This is an optimization exercise on Yosys and OpenROAD, whose aim is small area, a short achievable clock period and few clock cycles, not a production implementation. At most, simulation tests tie the RTL to the original design; equivalence was not proved. The flow treats the clock pin as an ideal source. Dropping or thinning the clock tree relies on that and would not hold on a real chip. Power figures rest on the tool's default switching activity, not on a simulated workload.

==> inputs of job 2809 <==
Design conv2d_3x3_lb, start of the top module:
module conv2d_3x3_lb #(
    parameter MAX_W = 16
)(
    input         clk,
    input         reset,
    input         start,
    input  [7:0]  base_a,
    input  [7:0]  base_b,
    input  [7:0]  base_c,
    input  [4:0]  tile_w,    
    input  [4:0]  tile_h,    
    output reg    busy,
    output reg    done,
    output            a_en,
    output            a_we,          
    output reg  [7:0] a_addr,
    output      [31:0] a_di,         
    input       [31:0] a_dout,
    output            b_en,
    output            b_we,          
    output reg  [7:0] b_addr,
    output      [31:0] b_di,         
    input       [31:0] b_dout,
    output            c_en,
    output            c_we,
    output reg  [7:0] c_addr,
    output reg [31:0] c_di,
    input       [31:0] c_dout        
);
export LEC_CHECK = 0
export CAP_MARGIN = 20
export CORE_MARGIN = 2
export CORE_UTILIZATION = 40
export SLEW_MARGIN = 20
export SYNTH_HIERARCHICAL = 1
export SYNTH_MINIMUM_KEEP_SIZE = 0
create_clock -name core_clock -period 15.0 [get_ports {clk}]
standard.sh (not shown) runs the stock make flow with config.mk's settings and CLKGATE_MAP_FILE= SYNTH_SCRIPT=/design/flow/synth_recipe.tcl, a recipe that flattens the netlist after the stock synthesis.
==> flow/flow/run.sh <==
#!/bin/bash
# Standard ORFS layout (the standard.sh, unchanged synthesis), with
# timing repair aimed well below the clock period, and plain buffers on the
# ports instead of delay buffers.
set -euo pipefail
bash standard.sh \
  SETUP_SLACK_MARGIN=11 \
  BUFFER_PORTS_ARGS="-buffer_cell sky130_fd_sc_hd__buf_2" \
  CTS_CLUSTER_SIZE=40 CTS_CLUSTER_DIAMETER=80 \
  finish > standard.log 2>&1
==> job 4709: changes against job 2809 <==
==> flow/flow/run.sh (replaced) <==
#!/bin/bash
# Standard ORFS layout (the standard.sh, unchanged synthesis), with
# timing repair aimed well below the clock period, plain buffers on the ports
# instead of delay buffers, and a two-level clock tree (see post_cts.tcl).
set -euo pipefail
here=$(pwd)
bash standard.sh \
  SETUP_SLACK_MARGIN=11 \
  BUFFER_PORTS_ARGS="-buffer_cell sky130_fd_sc_hd__buf_2" \
  CTS_ARGS="-sink_clustering_enable -repair_clock_nets -sink_clustering_size 30 -sink_clustering_max_diameter 150 -dont_use_dummy_load" \
  POST_CTS_TCL="$here/flow/post_cts.tcl" \
  finish > standard.log 2>&1
==> flow/flow/post_cts.tcl (new file) <==
# Runs at the end of ORFS's CTS step (POST_CTS_TCL hook).
# TritonCTS builds a root buffer, H-tree buffers and leaf (sink cluster)
# buffers. This design has few registers, so the H-tree level is removed: the
# root buffer drives every leaf buffer directly. Every register's clock still
# comes through two clkbuf_16, with nearly the same latency for all of them.
set block [ord::get_db_block]
set clk_net [[$block findBTerm clk] getNet]
proc is_clkbuf {inst} {
  return [string match "sky130_fd_sc_hd__clkbuf_*" [[$inst getMaster] getName]]
}
set root ""
set leaves {}
set middles {}
foreach inst [$block getInsts] {
  if {![is_clkbuf $inst]} { continue }
  set out [[$inst findITerm X] getNet]
  set in [[$inst findITerm A] getNet]
  if {$out == "NULL" || $in == "NULL"} { continue }
  if {[$out getSigType] != "CLOCK"} { continue }
  if {[$in getName] == [$clk_net getName]} { set root $inst; continue }
  set drives_buf 0
  foreach it [$out getITerms] {
    if {[$it isInputSignal] && [is_clkbuf [$it getInst]]} { set drives_buf 1 }
  }
  if {$drives_buf} { lappend middles $inst } else { lappend leaves $inst }
}
puts "post_cts: root [expr {$root == "" ? "none" : [$root getName]}], [llength $middles] middle buffers, [llength $leaves] leaf buffers"
if {$root != "" && [llength $middles] >= 1 && [llength $leaves] <= 12} {
  set root_net [[$root findITerm X] getNet]
  foreach inst $leaves {
    set a [$inst findITerm A]
    $a disconnect
    $a connect $root_net
  }
  foreach inst $middles {
    set out [[$inst findITerm X] getNet]
    odb::dbInst_destroy $inst
    if {[llength [$out getITerms]] == 0} { odb::dbNet_destroy $out }
  }
  puts "post_cts: the root buffer now drives the leaf buffers directly"
  estimate_parasitics -placement
  repair_timing_helper
  detailed_placement
  check_placement -verbose
  report_clock_latency
}
==> reports/qor.txt <==
Clock network power share - 8.9%
Worst path slowest cell - dfxtp_4
Total power - 0.00520 W
Nets@finish - 2368
Tightest Pin Transition - 0.811 ns
PwrDens - 229 nW/um^2
Status - finished clean
Number of global-route vias before repair - 14702
DRT iter0 DRCs - 1056
VDD IR max - 0.193 mV
Clock buffer depth - 3
R2R Setup Slk - 10.40 ns
Worst r2r src - bone[6]$_DFF_P_
Logic pwr share - 72.8%
Worst path max stage delay - 0.56 ns
ClkCell Share - 2.35%
P_comb - 0.00379 W
the above is filed under job 2809

==> reports/qor.txt <==
Logic pwr share - 75.3%
ClkCell Share - 1.01%
Worst r2r src - A_r[8]$_DFF_P_
Worst path slowest cell - fa_1
Max-slew violation count - 0
Status - finished clean
Tightest Pin Transition - 0.582 ns
Multi-input gate share of total cell area - 61.6%
Nets@finish - 2359
Worst path max stage delay - 0.49 ns
DRT iter0 DRCs - 1177
Clock network power share - 5.8%
Total power - 0.00498 W
P_comb - 0.00375 W
Fin cells - 2517
the above is filed under job 4709

Function was not checked in any run of this note: the RTL went through the layout flow alone.

==> v38: inputs <==
Another version of the RTL of conv2d_3x3_lb (not shown whole).
export LEC_CHECK = 0
export CAP_MARGIN = 20
export CORE_MARGIN = 2
export CORE_UTILIZATION = 40
export SLEW_MARGIN = 20
export SYNTH_HIERARCHICAL = 1
export SYNTH_MINIMUM_KEEP_SIZE = 0
create_clock -name core_clock -period 15.0 [get_ports {clk}]
==> flow/flow/run.sh <==
#!/bin/bash
# Standard ORFS layout (the standard.sh, unchanged synthesis), with
#  - timing repair aimed well below the clock period (SETUP_SLACK_MARGIN),
#  - plain buffers on the ports instead of delay buffers,
#  - one tie cell for the constant outputs,
#  - a two-level clock tree (see post_cts.tcl).
# Every tool's output is in standard.log and in orfs/logs/.
set -euo pipefail
here=$(pwd)
bash standard.sh \
  SETUP_SLACK_MARGIN=11 \
  BUFFER_PORTS_ARGS="-buffer_cell sky130_fd_sc_hd__buf_2" \
  SKIP_REPAIR_TIE_FANOUT=1 \
  CTS_ARGS="-sink_clustering_enable -repair_clock_nets -sink_clustering_size 30 -sink_clustering_max_diameter 150 -dont_use_dummy_load" \
  POST_CTS_TCL="$here/flow/post_cts.tcl" \
  finish > standard.log 2>&1
Other scripts of this flow, unchanged in this note and not shown: flow/flow/post_cts.tcl
==> v8: changes against v38 <==
--- a/flow/config.mk
+++ b/flow/config.mk
@@ -7,7 +7,8 @@
 export LEC_CHECK = 0
 export CAP_MARGIN = 20
 export CORE_MARGIN = 2
-export CORE_UTILIZATION = 40
+export CORE_UTILIZATION = 60
+export PLACE_DENSITY = 0.75
 export SLEW_MARGIN = 20
 export SYNTH_HIERARCHICAL = 1
 export SYNTH_MINIMUM_KEEP_SIZE = 0
==> v15: changes against v38 <==
--- a/flow/flow/run.sh
+++ b/flow/flow/run.sh
@@ -8,7 +8,7 @@
 set -euo pipefail
 here=$(pwd)
 bash standard.sh \
-  SETUP_SLACK_MARGIN=11 \
+  SETUP_SLACK_MARGIN=11.3 \
   BUFFER_PORTS_ARGS="-buffer_cell sky130_fd_sc_hd__buf_2" \
   SKIP_REPAIR_TIE_FANOUT=1 \
   CTS_ARGS="-sink_clustering_enable -repair_clock_nets -sink_clustering_size 30 -sink_clustering_max_diameter 150 -dont_use_dummy_load" \
==> results.txt <==
In synthesized cell count, v38 and v15 do not differ.
The lowest critical path depth belongs to v15, the highest to v8.
Clock power is about the same in v38 and v15.
Clock skew, highest first: v8, v15, v38.
Between v15 and v8, the lower final area is in v8 (gap 14%, measured against v8).
Sequential share of layout area, lowest first: v15, v38, v8.
Testbench counts of v38, summed over its fixed seeds: cycles 205,773.
Testbench counts of v8, summed over its fixed seeds: cycles 205,773.
Testbench counts of v15, summed over its fixed seeds: cycles 205,773.

==> inputs of job 4779 <==
Another version of the RTL of conv2d_3x3_lb (not shown whole).
==> flow/config.mk <==
export PLATFORM = sky130hd
export DESIGN_NAME = conv2d_3x3_lb
export DESIGN_NICKNAME = conv2d_3x3_lb
export VERILOG_FILES = /design/flow/design.v
export SDC_FILE = /design/flow/constraint.sdc
export NUM_CORES = 4
export LEC_CHECK = 0
export CAP_MARGIN = 20
export CORE_MARGIN = 2
export CORE_UTILIZATION = 40
export SLEW_MARGIN = 20
export SYNTH_HIERARCHICAL = 1
export SYNTH_MINIMUM_KEEP_SIZE = 0
==> flow/constraint.sdc <==
create_clock -name core_clock -period 15.0 [get_ports {clk}]
set_input_delay 3.0000 -clock core_clock [delete_from_list [all_inputs] [get_ports {clk}]]
set_output_delay 3.0000 -clock core_clock [all_outputs]
set_load 0.01 [all_outputs]
==> flow/flow/run.sh <==
#!/bin/bash
# Standard ORFS layout (the standard.sh, unchanged synthesis), with
# timing repair aimed well below the clock period, and plain buffers on the
# ports instead of delay buffers.
set -euo pipefail
bash standard.sh \
  SETUP_SLACK_MARGIN=11 \
  BUFFER_PORTS_ARGS="-buffer_cell sky130_fd_sc_hd__buf_2" \
  CTS_CLUSTER_SIZE=40 CTS_CLUSTER_DIAMETER=80 \
  finish > standard.log 2>&1
==> inputs of job 7956, as changes to job 4779 <==
==> flow/flow/run.sh (replaced) <==
#!/bin/bash
# Standard ORFS layout (the standard.sh, unchanged synthesis), with
# timing repair aimed well below the clock period, plain buffers on the ports
# instead of delay buffers, and a two-level clock tree (see post_cts.tcl).
set -euo pipefail
here=$(pwd)
bash standard.sh \
  SETUP_SLACK_MARGIN=11 \
  BUFFER_PORTS_ARGS="-buffer_cell sky130_fd_sc_hd__buf_2" \
  CTS_ARGS="-sink_clustering_enable -repair_clock_nets -sink_clustering_size 30 -sink_clustering_max_diameter 150 -dont_use_dummy_load" \
  POST_CTS_TCL="$here/flow/post_cts.tcl" \
  finish > standard.log 2>&1
==> flow/flow/post_cts.tcl (new file) <==
# Runs at the end of ORFS's CTS step (POST_CTS_TCL hook).
# TritonCTS builds a root buffer, H-tree buffers and leaf (sink cluster)
# buffers. This design has few registers, so the H-tree level is removed: the
# root buffer drives every leaf buffer directly. Every register's clock still
# comes through two clkbuf_16, with nearly the same latency for all of them.
set block [ord::get_db_block]
set clk_net [[$block findBTerm clk] getNet]
proc is_clkbuf {inst} {
  return [string match "sky130_fd_sc_hd__clkbuf_*" [[$inst getMaster] getName]]
}
set root ""
set leaves {}
set middles {}
foreach inst [$block getInsts] {
  if {![is_clkbuf $inst]} { continue }
  set out [[$inst findITerm X] getNet]
  set in [[$inst findITerm A] getNet]
  if {$out == "NULL" || $in == "NULL"} { continue }
  if {[$out getSigType] != "CLOCK"} { continue }
  if {[$in getName] == [$clk_net getName]} { set root $inst; continue }
  set drives_buf 0
  foreach it [$out getITerms] {
    if {[$it isInputSignal] && [is_clkbuf [$it getInst]]} { set drives_buf 1 }
  }
  if {$drives_buf} { lappend middles $inst } else { lappend leaves $inst }
}
puts "post_cts: root [expr {$root == "" ? "none" : [$root getName]}], [llength $middles] middle buffers, [llength $leaves] leaf buffers"
if {$root != "" && [llength $middles] >= 1 && [llength $leaves] <= 12} {
  set root_net [[$root findITerm X] getNet]
  foreach inst $leaves {
    set a [$inst findITerm A]
    $a disconnect
    $a connect $root_net
  }
  foreach inst $middles {
    set out [[$inst findITerm X] getNet]
    odb::dbInst_destroy $inst
    if {[llength [$out getITerms]] == 0} { odb::dbNet_destroy $out }
  }
  puts "post_cts: the root buffer now drives the leaf buffers directly"
  estimate_parasitics -placement
  repair_timing_helper
  detailed_placement
  check_placement -verbose
  report_clock_latency
}
==> impl_results.md <==
* GRT Util Overall at 0.220
* Filler cell count at 4220
* GR Util met1 at 0.264
* Vias in the first global route at 14740
* Outcome: no timing/DRC/antenna violations
The numbers above come from job 7956.

==> impl_results.md <==
* R2R Path Start: bneg[0]
* GR Util met1 at 0.263
* Synth top cells by count: xnor2_1 (301), a22oi_1 (256), fa_1 (253)
* Vias in the first global route at 14674
* Outcome: no timing/DRC/antenna violations
* Filler cell count at 4185
The numbers above come from job 4779.

No functional check of the RTL was part of any run of this note.

==> inputs of trial 2 <==
conv2d_3x3_lb, a different RTL version from the one above (not shown whole).
clock: 15.0 ns
lec_check: 0
cap_margin: 20
core_margin: 2
core_utilization: 60
place_density: 0.7
slew_margin: 20
synth_hierarchical: 1
synth_minimum_keep_size: 0
==> flow/flow/run.sh <==
#!/bin/bash
# Standard ORFS layout (the standard.sh, unchanged synthesis), with
#  - timing repair aimed well below the clock period (SETUP_SLACK_MARGIN),
#  - plain buffers on the ports instead of delay buffers,
#  - one tie cell for the constant outputs,
#  - a two-level clock tree (see post_cts.tcl).
# Every tool's output is in standard.log and in orfs/logs/.
set -euo pipefail
here=$(pwd)
bash standard.sh \
  SETUP_SLACK_MARGIN=11 \
  BUFFER_PORTS_ARGS="-buffer_cell sky130_fd_sc_hd__buf_1" \
  SKIP_REPAIR_TIE_FANOUT=1 \
  CTS_ARGS="-sink_clustering_enable -repair_clock_nets -sink_clustering_size 30 -sink_clustering_max_diameter 150 -dont_use_dummy_load" \
  POST_CTS_TCL="$here/flow/post_cts.tcl" \
  finish > standard.log 2>&1
Other scripts of this flow, unchanged in this note and not shown: flow/flow/post_cts.tcl
==> trial 9: changes against trial 2 <==
--- a/flow/design.v
+++ b/flow/design.v
@@ -1152,21 +1152,22 @@
   wire adG52 = ad_g[20] | (ad_p[20] & adG34);
   wire adG53 = ad_g[22] | (ad_p[22] & adG40);
   wire adG54 = ad_g[24] | (ad_p[24] & adG32);
   wire adG55 = ad_g[26] | (ad_p[26] & adG41);
   wire adG56 = ad_g[28] | (ad_p[28] & adG35);
   wire adG57 = ad_g[30] | (ad_p[30] & adG42);
   assign acc_next = ad_p ^ {adG57, adG42, adG56, adG35, adG55, adG41, adG54, adG32, adG53, adG40, adG52, adG34, adG51, adG39, adG50, adG29, adG49, adG38, adG48, adG33, adG47, adG37, adG46, adG25, adG45, adG36, adG44, adG17, adG43, adG1, ad_g[0], 1'b0};
     wire running = rd_en | l1 | l2 | l3 | wr_en;
+    wire go      = !running && start;
     wire win_end = (kj == 2'd2) && (ki == 2'd2);
     always @(posedge clk) begin
-        a_addr <= !running ? base_a : a_addr + a_step;
-        b_addr <= (!running || win_end) ? base_b : b_addr + 8'd1;
-        c_addr <= !running ? base_c : c_addr + {7'd0, wr_en};
+        a_addr <= go ? base_a : a_addr + a_step;
+        b_addr <= (go || win_end) ? base_b : b_addr + 8'd1;
+        c_addr <= go ? base_c : c_addr + {7'd0, wr_en};
     end
     always @(posedge clk) begin
         A_r   <= a_dout;
         bneg  <= enc_neg;
         bone  <= enc_one;
         btwo  <= enc_two;
         p_s   <= nxt_s;
         p_c   <= nxt_c;
@@ -1185,24 +1186,24 @@
             l1 <= 1'b0; l2 <= 1'b0; l3 <= 1'b0;
         end else begin
             done  <= 1'b0;
             l1    <= rd_en && win_end;
             l2    <= l1;
             l3    <= l2;
             wr_en <= l3;
             if (!running) begin
-                kj      <= 2'd0;
-                ki      <= 2'd0;
-                ox_left <= tile_w - 5'd3;
-                oy_left <= tile_h - 5'd3;
-                wr      <= tile_w;
                 if (start) begin
                     busy    <= 1'b1;
                     rd_en   <= 1'b1;
+                    kj      <= 2'd0;
+                    ki      <= 2'd0;
+                    ox_left <= tile_w - 5'd3;
+                    oy_left <= tile_h - 5'd3;
+                    wr      <= tile_w;
                 end
             end else begin
                 if (wr_en && !rd_en && !l3) begin
                     busy <= 1'b0;
                     done <= 1'b1;
                 end
                 if (rd_en) begin
                     if (kj != 2'd2) begin
PLACE_DENSITY = 0.75   (was 0.7)
==> trial 70: changes against trial 2 <==
--- a/flow/design.v
+++ b/flow/design.v
@@ -1152,21 +1152,22 @@
   wire adG52 = ad_g[20] | (ad_p[20] & adG34);
   wire adG53 = ad_g[22] | (ad_p[22] & adG40);
   wire adG54 = ad_g[24] | (ad_p[24] & adG32);
   wire adG55 = ad_g[26] | (ad_p[26] & adG41);
   wire adG56 = ad_g[28] | (ad_p[28] & adG35);
   wire adG57 = ad_g[30] | (ad_p[30] & adG42);
   assign acc_next = ad_p ^ {adG57, adG42, adG56, adG35, adG55, adG41, adG54, adG32, adG53, adG40, adG52, adG34, adG51, adG39, adG50, adG29, adG49, adG38, adG48, adG33, adG47, adG37, adG46, adG25, adG45, adG36, adG44, adG17, adG43, adG1, ad_g[0], 1'b0};
     wire running = rd_en | l1 | l2 | l3 | wr_en;
+    wire go      = !running && start;
     wire win_end = (kj == 2'd2) && (ki == 2'd2);
     always @(posedge clk) begin
-        a_addr <= !running ? base_a : a_addr + a_step;
-        b_addr <= (!running || win_end) ? base_b : b_addr + 8'd1;
-        c_addr <= !running ? base_c : c_addr + {7'd0, wr_en};
+        a_addr <= go ? base_a : a_addr + a_step;
+        b_addr <= (go || win_end) ? base_b : b_addr + 8'd1;
+        c_addr <= go ? base_c : c_addr + {7'd0, wr_en};
     end
     always @(posedge clk) begin
         A_r   <= a_dout;
         bneg  <= enc_neg;
         bone  <= enc_one;
         btwo  <= enc_two;
         p_s   <= nxt_s;
         p_c   <= nxt_c;
@@ -1185,24 +1186,24 @@
             l1 <= 1'b0; l2 <= 1'b0; l3 <= 1'b0;
         end else begin
             done  <= 1'b0;
             l1    <= rd_en && win_end;
             l2    <= l1;
             l3    <= l2;
             wr_en <= l3;
             if (!running) begin
-                kj      <= 2'd0;
-                ki      <= 2'd0;
-                ox_left <= tile_w - 5'd3;
-                oy_left <= tile_h - 5'd3;
-                wr      <= tile_w;
                 if (start) begin
                     busy    <= 1'b1;
                     rd_en   <= 1'b1;
+                    kj      <= 2'd0;
+                    ki      <= 2'd0;
+                    ox_left <= tile_w - 5'd3;
+                    oy_left <= tile_h - 5'd3;
+                    wr      <= tile_w;
                 end
             end else begin
                 if (wr_en && !rd_en && !l3) begin
                     busy <= 1'b0;
                     done <= 1'b1;
                 end
                 if (rd_en) begin
                     if (kj != 2'd2) begin
==> flow/flow/run.sh (replaced) <==
#!/bin/bash
# Standard ORFS layout (the standard.sh, unchanged synthesis), with
#  - timing repair aimed well below the clock period (SETUP_SLACK_MARGIN),
#  - plain buffers on the ports instead of delay buffers,
#  - one tie cell for the constant outputs,
#  - a two-level clock tree (see post_cts.tcl).
# Every tool's output is in standard.log and in orfs/logs/.
set -euo pipefail
here=$(pwd)
bash standard.sh \
  SETUP_SLACK_MARGIN=10.9 \
  BUFFER_PORTS_ARGS="-buffer_cell sky130_fd_sc_hd__buf_1" \
  SKIP_REPAIR_TIE_FANOUT=1 \
  CTS_ARGS="-sink_clustering_enable -repair_clock_nets -sink_clustering_size 30 -sink_clustering_max_diameter 150 -dont_use_dummy_load" \
  POST_CTS_TCL="$here/flow/post_cts.tcl" \
  finish > standard.log 2>&1
PLACE_DENSITY = 0.75   (was 0.7)
==> comparison <==
- In trial 70 the routed wire length is lower than in trial 9, by 0.97%.
- Setup slack, lowest first: trial 70, trial 9, trial 2.
- Against trial 2, the critical path depth of trial 9 is lower by 4.
- Of trial 70 and trial 2, trial 70 has the higher sequential power (gap about 0.8%, measured against trial 2).
- Die area is the same in trial 70 and trial 9.
- Clock skew, lowest first: trial 70, trial 9, trial 2.
- Trial 70 went through all stages and came out clean. Trial 2 ran to the end with no violations. Trial 9 completed with no timing, DRC or antenna violations.
- First-iteration DRC count, highest first: trial 70, trial 9, trial 2.
- Synthesized cell count is the same in trial 70 and trial 9.
Testbench counts of trial 9, summed over its fixed seeds: cycles 205,773.
Testbench counts of trial 70, summed over its fixed seeds: cycles 205,773.
For trial 2, only the layout was checked, not whether the RTL still works.

-- port drivers added, routing unchanged --
In the flow no input, the clock included, has a driving cell. The finished layouts below were timed again as built, in two steps. Step 1 (the two cells are an assumption about what drives the block):
set clk [get_ports {clk}]
set_driving_cell -lib_cell sky130_fd_sc_hd__clkbuf_16 $clk
set_driving_cell -lib_cell sky130_fd_sc_hd__buf_2 [delete_from_list [all_inputs] $clk]
Step 2 times the ports against the registers' clock, not the clock port: input delays grow and output delays shrink by t, the midpoint of the rising clock arrivals with the driver on. Slacks: no drivers / after step 1 / after step 2; pairs: no drivers / after step 1.
run | shift t [ns] | setup WS [ns] | slew at the worst register clock pin (ns) | worst data-port slew with drivers (ns) | pins driven straight from the clock port
job 2809 | 0.583 | 10.396 / 10.396 / 10.396 | 0.12 / 0.12 | 0.08 | 1
job 4709 | 0.456 | 10.460 / 10.460 / 10.460 | 0.12 / 0.12 | 0.08 | 1
v38 | 0.426 | 11.062 / 10.970 / 10.734 | 0.12 / 0.12 | 0.08 | 4
v8 | 0.403 | 11.042 / 10.988 / 10.694 | 0.11 / 0.11 | 0.07 | 4
v15 | 0.422 | 11.090 / 10.970 / 10.793 | 0.12 / 0.12 | 0.08 | 4
job 4779 | 0.581 | 10.870 / 10.813 / 10.769 | 0.10 / 0.10 | 0.07 | 1
job 7956 | 0.475 | 10.953 / 10.896 / 10.722 | 0.12 / 0.12 | 0.06 | 1
trial 2 | 0.413 | 11.117 / 11.067 / 10.823 | 0.11 / 0.11 | 0.07 | 4
trial 9 | 0.412 | 11.107 / 11.056 / 10.764 | 0.12 / 0.12 | 0.09 | 4
trial 70 | 0.417 | 11.004 / 10.969 / 10.675 | 0.11 / 0.11 | 0.08 | 4
After both steps every run listed still meets setup and hold. For v8, which loses most, drivers alone change the setup slack by -0.054 ns; drivers and shift together by -0.348 ns.
